What follows belongs to an exercise in optimizing a design on an open flow for small area and a short achievable clock period; a production flow would make more cautious choices.
Function was checked by simulation only, so behaviour that the tests miss may differ from the original.
Power figures rest on the tool's default switching activity, not on a simulated workload.

// SCPU
module SCPU(
    input         clk,
    input         rst,
    input  [31:0] inst,
    input  [31:0] data_in,   
    output [31:0] addr_out,  
    output [31:0] data_out,  
    output [31:0] pc_out,    
    output        mem_write,
    output [31:0] out,
    output [6:0]  exmem_opcode,
    input         cache_resp_stall
    );
For scale: about 5300 cells after synthesis, roughly 200 I/O pins, roughly 0.072 sq mm of cells after synthesis.
clock: 10.0 ns
lec_check: 0
cap_margin: 20
core_margin: 2
core_utilization: 50
slew_margin: 20
synth_hierarchical: 1
synth_minimum_keep_size: 0
standard.sh (not shown) runs the stock make flow with config.mk's settings and CLKGATE_MAP_FILE= SYNTH_SCRIPT=/design/flow/synth_recipe.tcl, a recipe that flattens the netlist after the stock synthesis.
==> flow/flow/run.sh <==
#!/bin/bash
# Standard layout, with a tighter setup target for timing repair and no
# dummy loads in clock tree synthesis. Each tool's output goes to a log here.
set -euo pipefail
export SETUP_SLACK_MARGIN=6.5
export CTS_ARGS="-sink_clustering_enable -repair_clock_nets -dont_use_dummy_load"
bash standard.sh > standard_flow.log 2>&1
Then changed:
--- a/flow/design.v
+++ b/flow/design.v
@@ -115,58 +115,52 @@
         aop = {if_inst[30], f3};
         if (d_lui | d_ld | d_st | d_csr) aop = 4'b0000;
         else if (d_i) begin
             if (f3 == 3'b000) aop = 4'b0000;
             else if (f3 == 3'b010) aop = 4'b0010;
             else if (f3 == 3'b110) aop = 4'b0110;
         end
         else if (d_b) aop = 4'b1000;
         else if (~(d_r | d_jal | d_jalr | d_sys | d_auipc)) aop = 4'b0000;
     end
     wire d_we  = d_lui | d_r | d_ld | d_i | d_jal | d_jalr | d_csr | d_em | d_auipc;
     wire d_asb = d_ld | d_st | d_i | d_csr | d_mret | d_auipc;
+    wire d1_special = d_auipc | d_em;
     wire [31:1] sel1, sel2;
     genvar gi;
     generate
         for (gi = 1; gi < 32; gi = gi + 1) begin : g_dec
             if (gi == 20) begin : g_x20
-                assign sel1[gi] = rs1 == gi;
+                assign sel1[gi] = (rs1 == gi) & ~d1_special;
                 assign sel2[gi] = rs2 == gi;
             end else begin : g_rf
-                assign sel1[gi] = rv[gi] & (rs1 == gi);
+                assign sel1[gi] = rv[gi] & (rs1 == gi) & ~d1_special;
                 assign sel2[gi] = rv[gi] & (rs2 == gi);
             end
         end
     endgenerate
     wire [32*31-1:0] rflat;
     generate
         for (gi = 1; gi < 32; gi = gi + 1) begin : g_flat
             if (gi == 20) begin : g_x20
                 assign rflat[32*(gi-1) +: 32] = x20;
             end else begin : g_rf
                 assign rflat[32*(gi-1) +: 32] = rf[gi];
             end
         end
     endgenerate
-    wire [31:0] rv1, rv2;
-    RdPort rp1(.d(rflat), .s(sel1), .y(rv1));
+    wire [31:0] rv2, d1;
+    RdPort1 rp1(.d({pcm4, mepc, mtvec, rflat}),
+                .s({d_auipc, d_mret | (d_csrrs & d_341), d_ecall, sel1}), .y(d1));
     RdPort rp2(.d(rflat), .s(sel2), .y(rv2));
-    reg [31:0] d1;
-    always @(*) begin
-        if (d_auipc)               d1 = pcm4;
-        else if (d_ecall)          d1 = mtvec;
-        else if (d_mret)           d1 = mepc;
-        else if (d_csrrs & d_341)  d1 = mepc | rv1;
-        else                       d1 = rv1;
-    end
     wire fE  = e_we;
     wire fW  = m_we;
     wire a1  = rs1 == e_rd;
     wire b1  = rs2 == e_rd;
     wire a2  = rs1 == m_rd;
     wire b2  = rs2 == m_rd;
     reg [1:0] fa, fb;
     reg       fls;
     always @(*) begin
         fa = 2'b00; fb = 2'b00; fls = 1'b0;
         if (e_341 & d_mret) begin
             fa = 2'b10;
@@ -417,12 +411,26 @@
                 assign g4[i] = g3[i];
                 assign p4[i] = p3[i];
             end
             if (i >= 16) begin : l5
                 assign g5[i] = g4[i] | (p4[i] & g4[i-16]);
             end else begin : l5b
                 assign g5[i] = g4[i];
             end
         end
     endgenerate
     assign s = p0 ^ {g5[30:0], 1'b0};
 endmodule
+module RdPort1(input [32*34-1:0] d, input [34:1] s, output [31:0] y);
+    wire [31:0] n [0:11];
+    genvar g;
+    generate
+        for (g = 0; g < 11; g = g + 1) begin : grp
+            Aoi3 u(.a1(d[32*(3*g) +: 32]),   .b1({32{s[3*g+1]}}),
+                   .a2(d[32*(3*g+1) +: 32]), .b2({32{s[3*g+2]}}),
+                   .a3(d[32*(3*g+2) +: 32]), .b3({32{s[3*g+3]}}), .y(n[g]));
+        end
+    endgenerate
+    assign n[11] = ~(d[32*33 +: 32] & {32{s[34]}});
+    assign y = ~(n[0] & n[1] & n[2] & n[3] & n[4] & n[5] & n[6] & n[7] & n[8] & n[9] &
+                 n[10] & n[11]);
+endmodule
Total power goes down by 1.4%.
First-iteration DRC count rises by about 1%.
Synthesized area falls by 0.63%.
Die area fell by about 0.6%.
Clock skew came out lower by 0.0030 ns.
Combinational power drops by about 4.6%.
Global-route usage fell by 2.4 points.
Sequential share of layout area decreases by 0.25 points.
Setup slack gets worse by 0.094 ns.
Utilization rose by 1.0 points.

* * *

Another version of the RTL of SCPU (not shown whole).
Size in the first run: ~5400 cells after synthesis, ~200 I/O pins, roughly 72000 µm² of cells after synthesis.
## SCPU
module SCPU(
    input         clk,
    input         rst,
    input  [31:0] inst,
    input  [31:0] data_in,   
    output [31:0] addr_out,  
    output [31:0] data_out,  
    output [31:0] pc_out,    
    output        mem_write,
    output [31:0] out,
    output [6:0]  exmem_opcode,
    input         cache_resp_stall
    );
    localparam [31:0] NOP = 32'h00000013;
    wire stall = cache_resp_stall;
    wire run   = ~cache_resp_stall;
    localparam [2:0] S_N = 3'd0, S_J1 = 3'd1, S_J2 = 3'd2, S_J3 = 3'd3,
                     S_J4 = 3'd4, S_L1 = 3'd5, S_L2 = 3'd6;
    reg  [2:0]  fs;
    reg  [31:0] pc;
    reg  [31:0] if_inst;
    reg         jf;       
    reg  [31:0] jt;       
    wire [6:0] op  = if_inst[6:0];
    wire [2:0] f3  = if_inst[14:12];
    wire [6:0] top = if_inst[31:25];
    wire d_lui   = op == 7'b0110111;
    wire d_r     = op == 7'b0110011;
    wire d_ld    = op == 7'b0000011;
    wire d_st    = op == 7'b0100011;
  ...
export LEC_CHECK = 0
export CAP_MARGIN = 20
export CORE_MARGIN = 2
export CORE_UTILIZATION = 50
export SLEW_MARGIN = 20
export SYNTH_HIERARCHICAL = 1
export SYNTH_MINIMUM_KEEP_SIZE = 0
create_clock -name core_clock -period 10.0 [get_ports {clk}]
==> flow/flow/run.sh <==
#!/bin/bash
# Standard layout, with a tighter setup target for timing repair, plain
# buffers on the ports, and sink clusters of up to 24 flip-flops and no dummy
# loads in clock tree synthesis. Each tool's output goes to a log here.
set -euo pipefail
export SETUP_SLACK_MARGIN=6.25
export BUFFER_PORTS_ARGS="-buffer_cell sky130_fd_sc_hd__buf_2"
export CTS_ARGS="-sink_clustering_enable -repair_clock_nets -dont_use_dummy_load -sink_clustering_size 24 -sink_clustering_max_diameter 120"
bash standard.sh > standard_flow.log 2>&1
Edit:
--- a/flow/design.v
+++ b/flow/design.v
@@ -49,20 +49,24 @@
     always @(posedge clk) begin
         if (run) begin
             case (fs)
                 S_N:  fs <= d_jmp ? S_J1 : (d_ld ? S_L1 : S_N);
                 S_J1: fs <= S_J2;
                 S_J2: fs <= S_J3;
                 S_J3: fs <= S_J4;
                 S_L1: fs <= S_L2;
                 default: fs <= S_N;
             endcase
+            if (bubble)
+                if_inst <= NOP;
+            else
+                if_inst <= inst;
         end
     end
     wire fs_j = (fs == S_J1) | (fs == S_J2) | (fs == S_J3) | (fs == S_J4);
     wire [31:0] pcm4 = pc - 32'd4;
     always @(posedge clk or posedge rst) begin
         if (rst)
             pc <= 32'b0;
         else if (run) begin
             if (jf & fs_j)
                 pc <= jt;
@@ -208,29 +212,20 @@
     wire        slt_j = e_slt & ltd & A[31];
     wire [31:0] alu0 = ({32{e_add}} & as[31:0]) | alu_o;
     wire [31:0] res0 = ({32{e_addn}} & as[31:0]) | alu_o | ({32{e_lui}} & e_imm);
     wire        alu_b0, res_b0;
     LateAo u_lt_a(.a(alu0[0] | slt_j), .b(slt_k), .c(as[31]), .y(alu_b0));
     LateAo u_lt_r(.a(res0[0] | slt_j), .b(slt_k), .c(as[31]), .y(res_b0));
     wire [31:0] alu = {alu0[31:1], alu_b0};
     wire [31:0] res = {res0[31:1], res_b0};
     wire        flagj = e_ujmp | (e_beq & eq) | (e_bne & ~eq);
     wire [31:0] wb_next = m_link ? pcm4 : (m_ld ? data_in : m_res);
-    wire [31:0] if_inst_n, m_res_n, w_val_n;
-    Hold32 h_if(.run(run), .d(bubble ? NOP : inst), .q(if_inst), .y(if_inst_n));
-    Hold32 h_mr(.run(run), .d(res), .q(m_res), .y(m_res_n));
-    Hold32 h_wv(.run(run), .d(wb_next), .q(w_val), .y(w_val_n));
-    always @(posedge clk) begin
-        if_inst <= if_inst_n;
-        m_res   <= m_res_n;
-        w_val   <= w_val_n;
-    end
     always @(posedge clk) begin
         if (rst) begin
             e_op <= 7'b0;
             e_wmtvec <= 1'b0;
             e_wmepc  <= 1'b0;
             m_wmtvec <= 1'b0;
             m_wmepc  <= 1'b0;
             w_wmtvec <= 1'b0;
             w_wmepc  <= 1'b0;
         end else if (run) begin
@@ -274,29 +269,31 @@
             e_ls  <= fls;
             e_sub <= (aop == 4'b1000) | (aop == 4'b0010);
             e_add <= (aop == 4'b0000) | (aop == 4'b1000);
             e_addn <= ((aop == 4'b0000) | (aop == 4'b1000)) & ~d_lui;
             e_slt <= aop == 4'b0010;
             e_sll <= aop == 4'b0001;
             e_srl <= aop == 4'b0101;
             e_or  <= aop == 4'b0110;
             e_and <= aop == 4'b0111;
             m_addr <= alu;
+            m_res  <= res;
             m_do1  <= e_ls ? m_res : e_r2;
             m_rd   <= e_rd;
             m_eq   <= e_eqm;
             m_link <= e_link;
             m_we   <= e_we;
             m_mw   <= e_mw;
             m_ld   <= e_ld;
             m_jr   <= e_jr;
             m_flagj <= flagj;
+            w_val  <= wb_next;
         end
     end
     wire        n_eq  = run ? e_eqw : m_eq;
     wire [31:0] n_do1 = run ? (e_ls ? m_res : e_r2) : m_do1;
     always @(posedge clk) begin
         m_dout <= n_eq ? w_val : n_do1;
     end
     wire [31:0] js  = {~(pc[31:3] ^ e_imm[31:3]), pc[2:0] ^ e_imm[2:0]};
     wire [31:0] jmj = {pc[31:3] | e_imm[31:3], pc[2:0] & e_imm[2:0]};
     wire [31:0] jsum;
@@ -447,13 +444,10 @@
     endgenerate
     assign n[10] = ~(d[32*30 +: 32] & {32{s[31]}});
     Aoi3 ux(.a1(x[31:0]),  .b1({32{xs[1]}}), .a2(x[63:32]), .b2({32{xs[2]}}),
             .a3(x[95:64]), .b3({32{xs[3]}}), .y(nx));
     wire [31:0] r = ~(n[0] & n[1] & n[2] & n[3] & n[4] & n[5] & n[6] & n[7] & n[8] & n[9] & n[10]);
     assign y = (r & {32{~kill}}) | ~nx;
 endmodule
 module LateAo(input a, input b, input c, output y);
     assign y = a | (b & c);
 endmodule
-module Hold32(input run, input [31:0] d, input [31:0] q, output [31:0] y);
-    assign y = run ? d : q;
-endmodule
The new run finished clean.
Register-to-register slack improves by 0.03 ns.
Sequential cell count stays the same.
Hold slack degrades by 0.029 ns.
Cell count decreases by a few percent.
Design area decreases slightly.
Worst setup slack improves by 0.026 ns.
Count of clock-buffer cells in the layout does not change.
Via count decreases by a few percent.
Clock power hardly moves.
Utilization decreases by 0.12 points.
First-iteration DRC count barely changes.
Wire length decreases by a few percent.
Area after synthesis decreases slightly.
Non-clock buffer count decreases by 21.

-- re-timing with driven ports --
The results above use ideal ports. As a check the final layouts listed here were re-extracted and re-timed, cells and wires unchanged.
Step 1 sets driving cells, clkbuf_16 on the clock port and buf_2 on the other inputs (assumed; they add their load-dependent delay and slew).
Step 2 times the ports against the registers' clock, not the clock port: input delays grow and output delays shrink by t, the midpoint of the rising clock arrivals with the driver on.
Three values: ideal, step 1, step 2; two values: the first two.
run	t (ns)	setup WS [ns]	worst setup path at the end	worst slew at a driven data input, ns
the first run of note 1	0.863	6.047 / 6.047 / 5.602	input to register	0.17
the second run of note 1	0.845	5.954 / 5.954 / 5.698	input to register	0.09
the first run of note 2	0.758	6.165 / 6.165 / 5.557	input to register	0.06
the second run of note 2	0.788	6.191 / 6.191 / 5.462	input to register	0.11
After both steps setup and hold are still met in every run listed. The setup slack of the second run of note 2, which loses most, moves by 0.000 ns with the drivers and by -0.729 ns with both steps.
